Context: an optimization exercise on an open-source flow, tuned for small area. The choices shown serve that exercise and are no tape-out recipe. Only simulation tests tie the RTL to the original design; equivalence was not proved. Power figures rest on the tool's default switching activity, not on a simulated workload.

==> 07-10 <==
// odin_neuron_update
module odin_neuron_update (
    input  wire          CLK,
    input  wire [127:0]  NEUR_STATE,                
    input  wire [ 31:0]  SYNARRAY_RDATA,            
    input  wire          SYN_SIGN,                  
    input  wire [  2:0]  NEUR_ADDR_LSB,             
    input  wire [  4:0]  CTRL_NEUR_VIRTS,           
    input  wire          CTRL_NEUR_EVENT,           
    input  wire          CTRL_NEUR_TREF,            
    input  wire          CTRL_NEUR_BURST_END,       
    input  wire          SPI_PROPAGATE_UNMAPPED_SYN,
    output reg  [ 57:0]  NEUR_STATE_NEXT,           
    output reg           NEUR_V_UP_NEXT,
    output reg           NEUR_V_DOWN_NEXT,
    output reg  [  6:0]  NEUR_EVENT_OUT,
    output wire [ 14:0]  NEUR_STATE_MONITOR
);
==> flow/config.mk <==
export PLATFORM = sky130hd
export DESIGN_NAME = odin_neuron_update
export DESIGN_NICKNAME = odin_neuron_update
export VERILOG_FILES = /design/flow/design.v
export SDC_FILE = /design/flow/constraint.sdc
export NUM_CORES = 4
export LEC_CHECK = 0
export CAP_MARGIN = 20
export CORE_MARGIN = 2
export CORE_UTILIZATION = 50
export CTS_BUF_LIST = sky130_fd_sc_hd__clkbuf_8
export GPL_TIMING_DRIVEN = 0
export SLEW_MARGIN = 20
==> flow/constraint.sdc <==
create_clock -name core_clock -period 12.0 [get_ports {CLK}]
set_input_delay 2.4000 -clock core_clock [delete_from_list [all_inputs] [get_ports {CLK}]]
set_output_delay 2.4000 -clock core_clock [all_outputs]
set_load 0.01 [all_outputs]
standard.sh (not shown) runs the stock make flow with config.mk's settings and CLKGATE_MAP_FILE= SYNTH_SCRIPT=/design/flow/synth_recipe.tcl, a recipe that flattens the netlist after the stock synthesis.
==> flow/flow/run.sh <==
#!/bin/bash
# Own layout flow: the standard ORFS flow, with two changes.
#  - Synthesis (own_synth.tcl): the standard synthesis script, except that
#    arithmetic is left as plain gates for ABC (no full/half adder cell
#    extraction) and ABC uses an area-oriented script (abc_area_deep.script).
#    The registers, their names and cell types are those of the standard synthesis.
#  - Port buffers use the smallest buffer cell (buf_1) instead of the one
#    buffer_ports picks by default.
set -euo pipefail
W=$(pwd)
sed -e "s#@ABC_SCRIPT@#$W/flow/abc_area_deep.script#" -e "s#@FLOW_SYNTH@#$W/synth_recipe.tcl#" flow/own_synth.tcl > own_synth.tcl
bash standard.sh \
  SYNTH_SCRIPT=$W/own_synth.tcl \
  "BUFFER_PORTS_ARGS=-buffer_cell sky130_fd_sc_hd__buf_1" \
  finish > standard_flow.log 2>&1
==> flow/flow/abc_area_deep.script <==
strash
&get -n
&deepsyn -T 60
&put
dch -f
amap -F 4 -A 8
topo
stime -c
==> flow/flow/own_synth.tcl <==
# The standard synthesis (synth_recipe.tcl) with two changes: arithmetic is
# left as plain gates for ABC (no full/half adder cell extraction), and ABC
# runs an area-oriented script instead of ORFS's speed script.
proc extract_fa {args} { puts "own flow: full/half adder extraction skipped" }
proc abc {args} {
  set i [lsearch -exact $args -script]
  if { $i >= 0 } { set args [lreplace $args $i [expr {$i + 1}] -script @ABC_SCRIPT@] }
  yosys abc {*}$args
}
source @FLOW_SYNTH@
==> inputs of 01-18, as changes to 07-10 <==
==> flow/flow/run.sh (replaced) <==
#!/bin/bash
# Own layout flow: the standard ORFS flow, with two changes.
#  - Synthesis (own_synth.tcl): the standard synthesis script, except that
#    arithmetic is left as plain gates for ABC (no full/half adder cell
#    extraction) and ABC uses an area-oriented script (abc_area_deep.script).
#    The registers, their names and cell types are those of the standard synthesis.
#  - Port buffers use the smallest buffer cell (buf_1) instead of the one
#    buffer_ports picks by default.
#  - Clock tree synthesis inserts no dummy loads.
set -euo pipefail
W=$(pwd)
sed -e "s#@ABC_SCRIPT@#$W/flow/abc_area_deep.script#" -e "s#@FLOW_SYNTH@#$W/synth_recipe.tcl#" flow/own_synth.tcl > own_synth.tcl
bash standard.sh \
  SYNTH_SCRIPT=$W/own_synth.tcl \
  "BUFFER_PORTS_ARGS=-buffer_cell sky130_fd_sc_hd__buf_1" \
  "CTS_ARGS=-sink_clustering_enable -repair_clock_nets -dont_use_dummy_load -buf_list sky130_fd_sc_hd__clkbuf_8" \
  finish > standard_flow.log 2>&1
==> flow/flow/abc_area_deep.script (replaced) <==
strash
&get -n
&deepsyn -T 240
&put
dch -f
amap -F 4 -A 8
topo
stime -c
==> inputs of 12-16, as changes to 07-10 <==
--- a/flow/design.v
+++ b/flow/design.v
@@ -183,31 +183,28 @@
     wire [3:0] tlcnt_inc = tlcnt + 4'b1;
     wire       tl_eq     = (tlcnt_inc == thrleak);        
     wire       thr_leak  = tl_en & tl_eq;
     wire [3:0] tlcnt_n   = tl_en ? (tl_eq ? 4'b0 : tlcnt_inc) : tlcnt;
     wire [3:0] pat       = st + {1'b0, thr};
     wire       tm_up     = thr_sel_of ? spike : ovfl_exc;
     wire       tm_dn     = ~thr_sel_of & ovfl_inh;
-    wire [3:0] tm_b      = tm_up ? (burst_incr ? {1'b0, inc3} : 4'd1) : ((tm_dn | ~thrmod[3]) ? 4'hF : 4'd1);
-    wire [3:0] tm_sum    = thrmod + tm_b;
+    wire [3:0] tm_sum_up = thrmod + (burst_incr ? {1'b0, inc3} : 4'd1);
+    wire [3:0] tm_sum_nu = thrmod + ((tm_dn | ~thrmod[3]) ? 4'hF : 4'd1);
     wire       tm_sat    = ((4'b0111 - teff) < {1'b0, inc3});
+    wire [3:0] tm_up_v   = burst_incr ? (tm_sat ? 4'b0111 : tm_sum_up) : ((teff == 4'b0111) ? thrmod : tm_sum_up);
+    wire [3:0] tm_nu_v   = tm_dn ? ((teff == 4'b0001) ? thrmod : tm_sum_nu) :
+                           ((thr_leak & |thrmod) ? tm_sum_nu : thrmod);
     reg  [3:0] thrmod_n;
     always @(*) begin
         if (acc_en)
             thrmod_n = ~tref ? thrmod : (~pat[3] ? st : (st[3] ? (4'b0001 - {1'b0, thr}) : (4'b0111 - {1'b0, thr})));
         else if (~thrvar_en)
             thrmod_n = thrmod;
-        else if (tm_up)
-            thrmod_n = burst_incr ? (tm_sat ? 4'b0111 : tm_sum) : ((teff == 4'b0111) ? thrmod : tm_sum);
-        else if (tm_dn)
-            thrmod_n = (teff == 4'b0001) ? thrmod : tm_sum;
-        else if (thr_leak & |thrmod)
-            thrmod_n = tm_sum;
         else
-            thrmod_n = thrmod;
+            thrmod_n = tm_up ? tm_up_v : tm_nu_v;
     end
     wire       inhin_n   = (inhin_en & ~refrac & ((-core) == teff)) ? 1'b1 :
                            ((stim_zero & inhin_lock) ? 1'b0 : inhin_lock);
     wire       refrac_n  = (spike | inhin_n) ? (~dap_en & |rfr & ~reson_en) : (core_i_z ? 1'b0 : refrac);
     wire [3:0] core_n    = spike ? ((dap_en | reson_en) ? {1'b0, rfr} : -{1'b0, rfr}) : core_i;
     wire [1:0] rs_n      = (spike & reson_en) ? 2'd1 : rs_i;
     wire       spklat_ev = spklat_en & core_i_th & (core != teff);
@@ -246,30 +243,37 @@
     wire [2:0] m_cal     = lif ? S[80:78]  : cal;
     wire       m_spike   = lif ? lif_spike : spike;
     wire       cc_en     = m_ca_en & |m_caleak & tref;
     wire [4:0] ccnt_inc  = m_ccnt + 5'b1;
     wire       cc_eq     = (ccnt_inc == m_caleak);        
     wire       ca_leak   = cc_en & cc_eq;
     wire [4:0] ccnt_n    = cc_en ? (cc_eq ? 5'b0 : ccnt_inc) : m_ccnt;
-    wire       cal_inc   = m_ca_en & m_spike & ~ca_leak & ~&m_cal;
-    wire       cal_dec   = m_ca_en & ca_leak & ~m_spike & |m_cal;
-    wire [3:0] cal_sum   = {1'b0, m_cal} + {1'b0, cal_inc ? ((~lif & burst_incr) ? inc3 : 3'd1) : 3'b111};
-    wire [2:0] cal_n     = cal_inc ? (cal_sum[3] ? 3'b111 : cal_sum[2:0]) : (cal_dec ? cal_sum[2:0] : m_cal);
+    wire       cal_inc1  = m_ca_en & ~ca_leak & ~&m_cal;           
+    wire       cal_dec0  = m_ca_en &  ca_leak &  |m_cal;           
+    wire [3:0] cal_sum1  = {1'b0, m_cal} + {1'b0, (~lif & burst_incr) ? inc3 : 3'd1};
+    wire [2:0] cal_n1    = cal_inc1 ? (cal_sum1[3] ? 3'b111 : cal_sum1[2:0]) : m_cal;
+    wire [2:0] cal_n0    = cal_dec0 ? m_cal - 3'b1 : m_cal;
+    wire [2:0] cal_n     = m_spike ? cal_n1 : cal_n0;
     wire [4:0] lif_cnt_n = ccnt_n;
     wire [2:0] lif_cal_n = cal_n;
     wire [2:0] m_th1      = lif ? S[28:26] : ca_theta1;
     wire [2:0] m_th2      = lif ? S[31:29] : ca_theta2;
     wire [2:0] m_th3      = lif ? S[34:32] : ca_theta3;
-    wire       ca_win1    = (m_th1 <= cal_n);
-    wire       lif_mem_ge = (lif_core_n >= S[25:18]);
-    wire       izh_mem_ge = (core_n[2:0] >= thetamem);
-    wire       mem_hi     = lif ? lif_mem_ge  : (~core_n[3] &  izh_mem_ge);
-    wire       mem_lo     = lif ? ~lif_mem_ge : (~core_n[3] & ~izh_mem_ge);
-    wire       v_up       = m_ca_en & mem_hi & ca_win1 & (cal_n < m_th3);
-    wire       v_down     = m_ca_en & mem_lo & ca_win1 & (cal_n < m_th2);
+    wire [3:0] izh_core_s = (dap_en | reson_en) ? {1'b0, rfr} : -{1'b0, rfr};
+    wire       mem_hi1    = lif ? (S[25:18] == 8'd0) : (~izh_core_s[3] & (izh_core_s[2:0] >= thetamem));
+    wire       mem_lo1    = lif ? (S[25:18] != 8'd0) : (~izh_core_s[3] & (izh_core_s[2:0] <  thetamem));
+    wire       mem_ge0    = lif ? (lif_core_i >= S[25:18]) : (core_i[2:0] >= thetamem);
+    wire       mem_hi0    = lif ?  mem_ge0 : (~core_i[3] &  mem_ge0);
+    wire       mem_lo0    = lif ? ~mem_ge0 : (~core_i[3] & ~mem_ge0);
+    wire       v_up1      = m_ca_en & mem_hi1 & (m_th1 <= cal_n1) & (cal_n1 < m_th3);
+    wire       v_down1    = m_ca_en & mem_lo1 & (m_th1 <= cal_n1) & (cal_n1 < m_th2);
+    wire       v_up0      = m_ca_en & mem_hi0 & (m_th1 <= cal_n0) & (cal_n0 < m_th3);
+    wire       v_down0    = m_ca_en & mem_lo0 & (m_th1 <= cal_n0) & (cal_n0 < m_th2);
+    wire       v_up       = m_spike ? v_up1   : v_up0;
+    wire       v_down     = m_spike ? v_down1 : v_down0;
     reg lif_q;
     always @(posedge CLK) begin
         lif_q            <= lif;
         NEUR_STATE_NEXT  <= lif ? {S[127:86], lif_cnt_n, lif_cal_n, lif_core_n}
                                 : {S[127:125], izh_n};
         NEUR_V_UP_NEXT   <= v_up;
         NEUR_V_DOWN_NEXT <= v_down;
==> flow/flow/run.sh (replaced) <==
#!/bin/bash
# Own layout flow: the standard ORFS flow, with two changes.
#  - Synthesis (own_synth.tcl): the standard synthesis script, except that
#    arithmetic is left as plain gates for ABC (no full/half adder cell
#    extraction) and ABC uses an area-oriented script (abc_area_deep.script).
#    The registers, their names and cell types are those of the standard synthesis.
#  - Port buffers use the smallest buffer cell (buf_1) instead of the one
#    buffer_ports picks by default.
#  - Clock tree synthesis inserts no dummy loads.
set -euo pipefail
W=$(pwd)
sed -e "s#@ABC_SCRIPT@#$W/flow/abc_area_deep.script#" -e "s#@FLOW_SYNTH@#$W/synth_recipe.tcl#" flow/own_synth.tcl > own_synth.tcl
bash standard.sh \
  SYNTH_SCRIPT=$W/own_synth.tcl \
  "BUFFER_PORTS_ARGS=-buffer_cell sky130_fd_sc_hd__buf_1" \
  "CTS_ARGS=-sink_clustering_enable -repair_clock_nets -dont_use_dummy_load -buf_list sky130_fd_sc_hd__clkbuf_8 -sink_clustering_size 30 -sink_clustering_max_diameter 150" \
  finish > standard_flow.log 2>&1
==> flow/flow/abc_area_deep.script (replaced) <==
strash
&get -n
&deepsyn -T 600
&put
dch -f
amap -F 4 -A 8
topo
stime -c
- CORE_UTILIZATION: 50 -> 70
==> run summary <==
Power per unit of standard cell area: 07-10 103 nW/µm²; 01-18 95.7 nW/µm²; 12-16 -
Worst setup path end: 07-10 NEUR_V_UP_NEXT$_DFF_P_; 01-18 NEUR_V_DOWN_NEXT$_DFF_P_; 12-16 -
Uppermost signal routing layer after detailed routing: 07-10 met4; 01-18 met4; 12-16 -
Switch share: 07-10 0.391; 01-18 0.388; 12-16 -
Fraction of the mapped netlist area in compound gates: 07-10 0.430; 01-18 0.416; 12-16 0.419
Register share of total power: 07-10 0.348; 01-18 0.373; 12-16 -
Critical path depth: 07-10 67; 01-18 65; 12-16 -
Sequential portion of the cell area: 07-10 0.188; 01-18 0.188; 12-16 -
DR WL met3: 07-10 2290 µm; 01-18 2240 µm; 12-16 -
Placed instance area: 07-10 6430 µm²; 01-18 6400 µm²; 12-16 6510 µm²
Die area: 07-10 11400 µm²; 01-18 11300 µm²; 12-16 -
Max-cap violation count: 07-10 0; 01-18 0; 12-16 -
Outcome: 07-10 complete, no violations; 01-18 finished with violations; 12-16 stopped before the end
Last stage reached: 07-10 -; 01-18 -; 12-16 global routing (5_1_grt)
Layout check failures: 07-10 -; 01-18 setup timing; 12-16 -
Arrival time at the worst endpoint: 07-10 11.78 ns; 01-18 12.26 ns; 12-16 -
Post-synth top area share: 07-10 0.259; 01-18 0.261; 12-16 0.252
Total number of sequential cells: 07-10 68; 01-18 68; 12-16 -
Worst-case hold path end point: 07-10 NEUR_STATE_NEXT[55]$_DFF_P_; 01-18 NEUR_STATE_NEXT[55]$_DFF_P_; 12-16 -
Max-slew headroom: 07-10 0.335; 01-18 0.407; 12-16 -
Fin worst setup slack: 07-10 0.456 ns; 01-18 -0.0217 ns; 12-16 -
CTS clock-pin slew for the worst setup and hold paths: 07-10 0.08 ns; 01-18 0.07 ns; 12-16 -
Count of filler cells inserted in the layout: 07-10 970; 01-18 965; 12-16 -
Placeable Area: 07-10 10300 µm²; 01-18 10200 µm²; 12-16 -
Remaining antenna violation count after routing: 07-10 0; 01-18 0; 12-16 -

## separate check: timing with driven ports
The flow's constraints put no driver on any port. The routed layouts listed below were extracted and timed again, unchanged, in two steps. Step 1, drivers: a clkbuf_16 drives CLK and a buf_2 each remaining input, both assumed. Step 2 adds t to the input delays and takes it off the output delays; t is the mean of the earliest and latest rising clock arrival at the registers after step 1. Input paths then give back, and output paths get back, about the clock's delay inside the block. Slacks: no drivers / after step 1 / after step 2; pairs: no drivers / after step 1.
run | t (ns) | slack for setup (ns) | worst setup path after step 2 | worst register clock-pin slew, ns | cell pins on the clock port's net
07-10 | 0.386 | 0.456 / 0.469 / 0.084 | input to register | 0.09 / 0.09 | 1
01-18 | 0.385 | -0.022 / -0.043 / -0.428 | input to register | 0.08 / 0.08 | 1
For 01-18, which loses most, drivers alone change the setup slack by -0.021 ns; drivers and shift together by -0.406 ns.
